Source: an optimization exercise on an open RTL-to-GDS flow (aim: small area). Production flows keep margins and buffers that such runs may drop. At most, simulation tests tie the RTL to the original design; equivalence was not proved. Power is estimated from default activity; no workload was simulated.

// smg_interface_demo
module smg_interface_demo
(
    input CLK,                       
    input RSTn,                      
    input R1,                        
    input key,                       
    output [7:0]SMG_Data,            
    output [5:0]Scan_Sig,            
    output [3:0] led,
    output rx                        
);
For scale: roughly 340 cells after synthesis, about 86 flip-flops, ~0.0033 sq mm of cells after synthesis.
==> module smg_interface_demo, before the edit <==
module smg_interface_demo
(
    input CLK,                       
    input RSTn,                      
    input R1,                        
    input key,                       
    output [7:0]SMG_Data,            
    output [5:0]Scan_Sig,            
    output [3:0] led,
    output rx                        
);
reg f8;
wire rst = RSTn & ~f8;
reg [5:0] c1;
reg [4:0] q;
wire c1_end = ~c1[5] & ~c1[3] & ~c1[1] & ~c1[0];    
wire c1_zero = ~c1[4] & ~c1[3] & ~c1[2] & ~c1[1];   
wire samp = c1_end & q[4] & q[1] & q[0];     
always @(posedge CLK)
    if (!rst) begin
        c1 <= 6'b000001;
        q <= 5'd0;
    end else begin
        c1 <= c1_end ? 6'b000001 : {c1[4:0], c1[5] ^ c1[0]};
        if (c1_end) q <= (q == 5'd19) ? 5'd0 : q + 5'd1;
    end
reg kc, kk, p;
wire pc = samp & kc & ~R1;
wire pk = samp & kk & ~key;
reg [4:0] cc;            
reg [7:0] ck;            
reg rec1, rec2;          
reg F;                   
reg lr1, lr2;
always @(posedge CLK)
    if (!rst) begin
        kc <= 1'b1; kk <= 1'b1;
    end else if (samp) begin
        kc <= R1; kk <= key;
    end
always @(posedge CLK)
    p <= samp ? pc : (p & ~c1[2]);
wire pd1 = p & ~c1[2];                       
wire pd2 = p;                                
wire cc4 = (cc == 5'd4);
wire cc5 = (cc == 5'd5);
wire cc8 = (cc == 5'd8);
wire cc9 = (cc == 5'd9);
wire fl1 = pd1 ? cc5 : cc4;
wire ff  = pd1 ? cc9 : cc8;
wire v   = pd2 ? cc9 : cc8;
wire c1rec = pd2 ? cc5 : cc4;
wire cc_ge8 = (cc[4] | cc[3]) & ~(pd1 & ~c1[1] & cc8);
wire [3:0] n1d = rec1 ? ck[3:0] : 4'd0;
wire [3:0] n2d = rec2 ? ck[7:4] : 4'd0;
wire gt = n1d > n2d;
wire eq = n1d == n2d;
wire f1 = v & gt;
wire f2 = v & ~gt & ~eq;
wire fm = v & eq;
wire [3:0] nl = v ? (gt ? n1d : n2d) : 4'd0;
always @(posedge CLK)
    if (!rst) begin
        cc <= 5'd0; ck <= 8'd0; rec1 <= 1'b0; rec2 <= 1'b0; F <= 1'b0;
        lr1 <= 1'b0; lr2 <= 1'b0;
    end else begin
        if (pc) cc <= cc + 5'd1;
        if (pk & ~cc[4] & ~cc[3] & ~(cc[2] ? rec2 : rec1)) ck[cc[2:0]] <= 1'b1;
        rec1 <= rec1 | c1rec;
        rec2 <= rec2 | v;
        F <= F | cc_ge8;
        if (L) begin
            if (f1) begin lr1 <= 1'b1; lr2 <= 1'b0; end
            else if (f2) begin lr1 <= 1'b0; lr2 <= 1'b1; end
            else if (fm) begin lr1 <= 1'b1; lr2 <= 1'b1; end
        end else begin
            lr1 <= 1'b0; lr2 <= 1'b0;
        end
    end
reg [15:0] B;
reg [2:0] K;
reg L;
wire bfb = B[15] ^ B[14] ^ B[12] ^ B[3] ^ (B[14:0] == 15'd0);
wire bwrap = (B == 16'h8000);                
always @(posedge CLK)
    B <= {B[14:0], F & bfb};
always @(posedge CLK)
    if (!F) begin
        K <= 3'd0; L <= 1'b1; f8 <= 1'b0;
    end else begin
        if (bwrap) K <= K + 3'd1;
        if (B == 16'hc099) L <= 1'b0;           
        else if (bwrap) L <= 1'b1;
        if (K[2] & K[1] & (B == 16'h177c)) f8 <= 1'b1;    
    end
assign led = {2'b00, fl1 | lr1, ff ^ lr2};
reg [3:0] nld;           
always @(posedge CLK) nld <= nl;
reg [2:0] jn;             
wire [2:0] j = ~jn;
reg [3:0] rnum;
reg [3:0] dn;            
wire j7 = j[2] & j[1];
wire [2:0] dig = j7 ? 3'd0 :
                 c1_zero ? ((j[2] & j[0]) ? 3'd0 : j + 3'd1) : j;
reg [3:0] selv;
always @(*)
    case (dig)
        3'd0: selv = n1d;
        3'd1: selv = n2d;
        3'd3, 3'd5: selv = nld;
        default: selv = 4'd10;
    endcase
always @(posedge CLK or negedge rst)
    if (!rst) begin
        jn <= 3'd0; dn <= 4'd0;
    end else begin
        jn <= ~dig;
        if (rnum <= 4'd10) dn <= ~rnum;
    end
always @(posedge CLK)
    rnum <= selv;
assign Scan_Sig = {j[2] | j[1] | j[0],
                   ~(j[0] & ~(j[2] ^ j[1])),
                   ~(j[1] & ~(j[2] ^ j[0])),
                   ~(j[1] & j[0]),
                   ~(j[2] & ~(j[1] ^ j[0])),
                   ~(j[2] & j[0])};
reg [7:0] seg;
always @(*)
    case (~dn)
        4'd0: seg = 8'b1100_0000;
        4'd1: seg = 8'b1111_1001;
        4'd2: seg = 8'b1010_0100;
        4'd3: seg = 8'b1011_0000;
        4'd4: seg = 8'b1001_1001;
        4'd5: seg = 8'b1001_0010;
        4'd6: seg = 8'b1000_0010;
        4'd7: seg = 8'b1111_1000;
        4'd8: seg = 8'b1000_0000;
        4'd9: seg = 8'b1001_0000;
        4'd10: seg = 8'b1011_1111;
        4'd15: seg = 8'b1111_1111;
        default: seg = 8'bxxxx_xxxx;   
    endcase
assign SMG_Data = seg;
reg [1:0] uj;
reg [1:0] u3;
reg [2:0] u7;
reg [4:0] u31;
reg [3:0] bc;            
reg b, tx;
wire div0 = (uj == 2'b01) & (u3 == 2'b01) & (u7 == 3'b001) & (u31 == 5'b00001);
wire [3:0] bc_n = div0 ? ((bc[3] & bc[1]) ? 4'd0 : bc + 4'd1) : bc;
wire bit_n = bc_n[3] ? bc_n[1] :
             bc_n[2] ? (~bc_n[1] & (bc_n[0] ? nld[3] : nld[2])) :
             bc_n[1] ? (bc_n[0] ? nld[1] : nld[0]) : ~bc_n[0];
always @(posedge CLK or negedge RSTn)
    if (!RSTn) begin
        uj <= 2'b00; u3 <= 2'b00; u7 <= 3'b000; u31 <= 5'b00000;
        bc <= 4'd15; tx <= 1'b0;
    end else begin
        uj <= {uj[0], ~uj[1]};
        u3 <= {u3[0], ~(u3[1] ^ u3[0])};
        u7 <= {u7[1:0], ~(u7[2] ^ u7[1])};
        u31 <= {u31[3:0], ~(u31[4] ^ u31[2])};
        bc <= bc_n;
        tx <= b;
    end
always @(posedge CLK) b <= bit_n;
assign rx = tx;
endmodule
Settings: LEC_CHECK=0, CAP_MARGIN=20, CORE_MARGIN=2, CORE_UTILIZATION=40, SLEW_MARGIN=20; clock period 10.0 ns.
standard.sh (not shown) runs the stock make flow with config.mk's settings and CLKGATE_MAP_FILE= SYNTH_SCRIPT=/design/flow/synth_recipe.tcl, a recipe that flattens the netlist after the stock synthesis.
==> flow/flow/run.sh <==
#!/bin/bash
# Own flow: the standard layout (same ORFS steps, same synthesis script up to
# technology mapping), with these changes:
#  - ABC maps the logic with an area-oriented script (flow/area.abc) and the
#    adders are left to ABC instead of being mapped to half/full-adder cells;
#  - port buffers use the smallest buffer cell;
#  - CTS inserts no dummy loads.
# Registers come from the same synthesis steps as the standard flow.
set -euo pipefail
W=$PWD
cp config.mk flow_config.mk
cat >> flow_config.mk <<EOC
export ADDER_MAP_FILE =
export CTS_ARGS = -sink_clustering_enable -repair_clock_nets -dont_use_dummy_load
export BUFFER_PORTS_ARGS = -buffer_cell sky130_fd_sc_hd__buf_1
EOC
# The standard flow's synthesis script, with ABC's mapping script replaced
cat > flow_synth.tcl <<EOT
proc abc {args} {
  set out {}
  set skip 0
  foreach a \$args {
    if {\$skip} { set skip 0; continue }
    if {\$a eq "-script" || \$a eq "-constr"} { set skip 1; continue }
    lappend out \$a
  }
  yosys abc -script $W/flow/area.abc {*}\$out
}
EOT
cat synth_recipe.tcl >> flow_synth.tcl
make -C "$FLOW_HOME" DESIGN_CONFIG=$W/flow_config.mk WORK_HOME=$W/orfs CLKGATE_MAP_FILE= \
  SYNTH_SCRIPT=$W/flow_synth.tcl finish > make.log 2>&1
R=$W/orfs/results/sky130hd/smg_interface_demo/base
: # left out here: write the final layout as DEF
==> flow/flow/area.abc <==
strash; dc2; balance -l; resub -K 6 -l; rewrite -l; resub -K 6 -N 2 -l; refactor -l; resub -K 8 -l; balance -l; resub -K 8 -N 2 -l; rewrite -l; resub -K 10 -l; rewrite -z -l; resub -K 10 -N 2 -l; balance -l; resub -K 12 -l; refactor -z -l; resub -K 12 -N 2 -l; rewrite -z -l; balance -l; balance -l; resub -K 6 -l; rewrite -l; resub -K 6 -N 2 -l; refactor -l; resub -K 8 -l; balance -l; resub -K 8 -N 2 -l; rewrite -l; resub -K 10 -l; rewrite -z -l; resub -K 10 -N 2 -l; balance -l; resub -K 12 -l; refactor -z -l; resub -K 12 -N 2 -l; rewrite -z -l; balance -l; &get -n; &dch -f; &nf -a -R 1000; &put; strash; dch -f; &get -n; &nf -a -R 1000; &put
Edit:
--- a/flow/design.v
+++ b/flow/design.v
@@ -84,9 +84,8 @@
 wire bwrap = (B == 16'h8000);                
 always @(posedge CLK)
-    B <= {B[14:0], F & bfb};
-always @(posedge CLK)
     if (!F) begin
-        K <= 3'd0; L <= 1'b1; f8 <= 1'b0;
+        B <= 16'd0; K <= 3'd0; L <= 1'b1; f8 <= 1'b0;
     end else begin
+        B <= {B[14:0], bfb};
         if (bwrap) K <= K + 3'd1;
         if (B == 16'hc099) L <= 1'b0;           
Outcome: Global-route usage climbs by 0.29 points. Worst hold slack hardly moves. Clock skew hardly moves. Die area rose by 2.5%. Power climbs by 2.5%. Worst setup slack got worse by 0.039 ns. Fmax came out lower by 1.0%. Wire length went up by 1.0%. Clock-buffer cell count is unchanged.
Function not checked in the second run of this note: the RTL went through the layout flow alone.

==> afterwards: timing with drivers on the ports <==
No port has a modelled driver above. Below, the same layouts with a new extraction and two added sets of constraints. Step 1 assumes that a clkbuf_16 drives the clock port and a buf_2 every other input. Step 2, shift: input delay + t, output delay - t, t = (earliest + latest rising clock arrival at the registers) / 2. This alone moves slack from input paths to output paths. a / b / c = no drivers / after step 1 / after step 2; a / b = the first two.
run | t, ns | setup WS [ns] | slew at the worst register clock pin (ns)
the first run | 0.371 | 6.143 / 6.112 / 5.960 | 0.08 / 0.08
the second run | 0.364 | 6.105 / 6.075 / 5.889 | 0.08 / 0.08
After both steps every run listed still meets setup and hold. For the second run, which loses most, drivers alone change the setup slack by -0.030 ns; drivers and shift together by -0.216 ns.
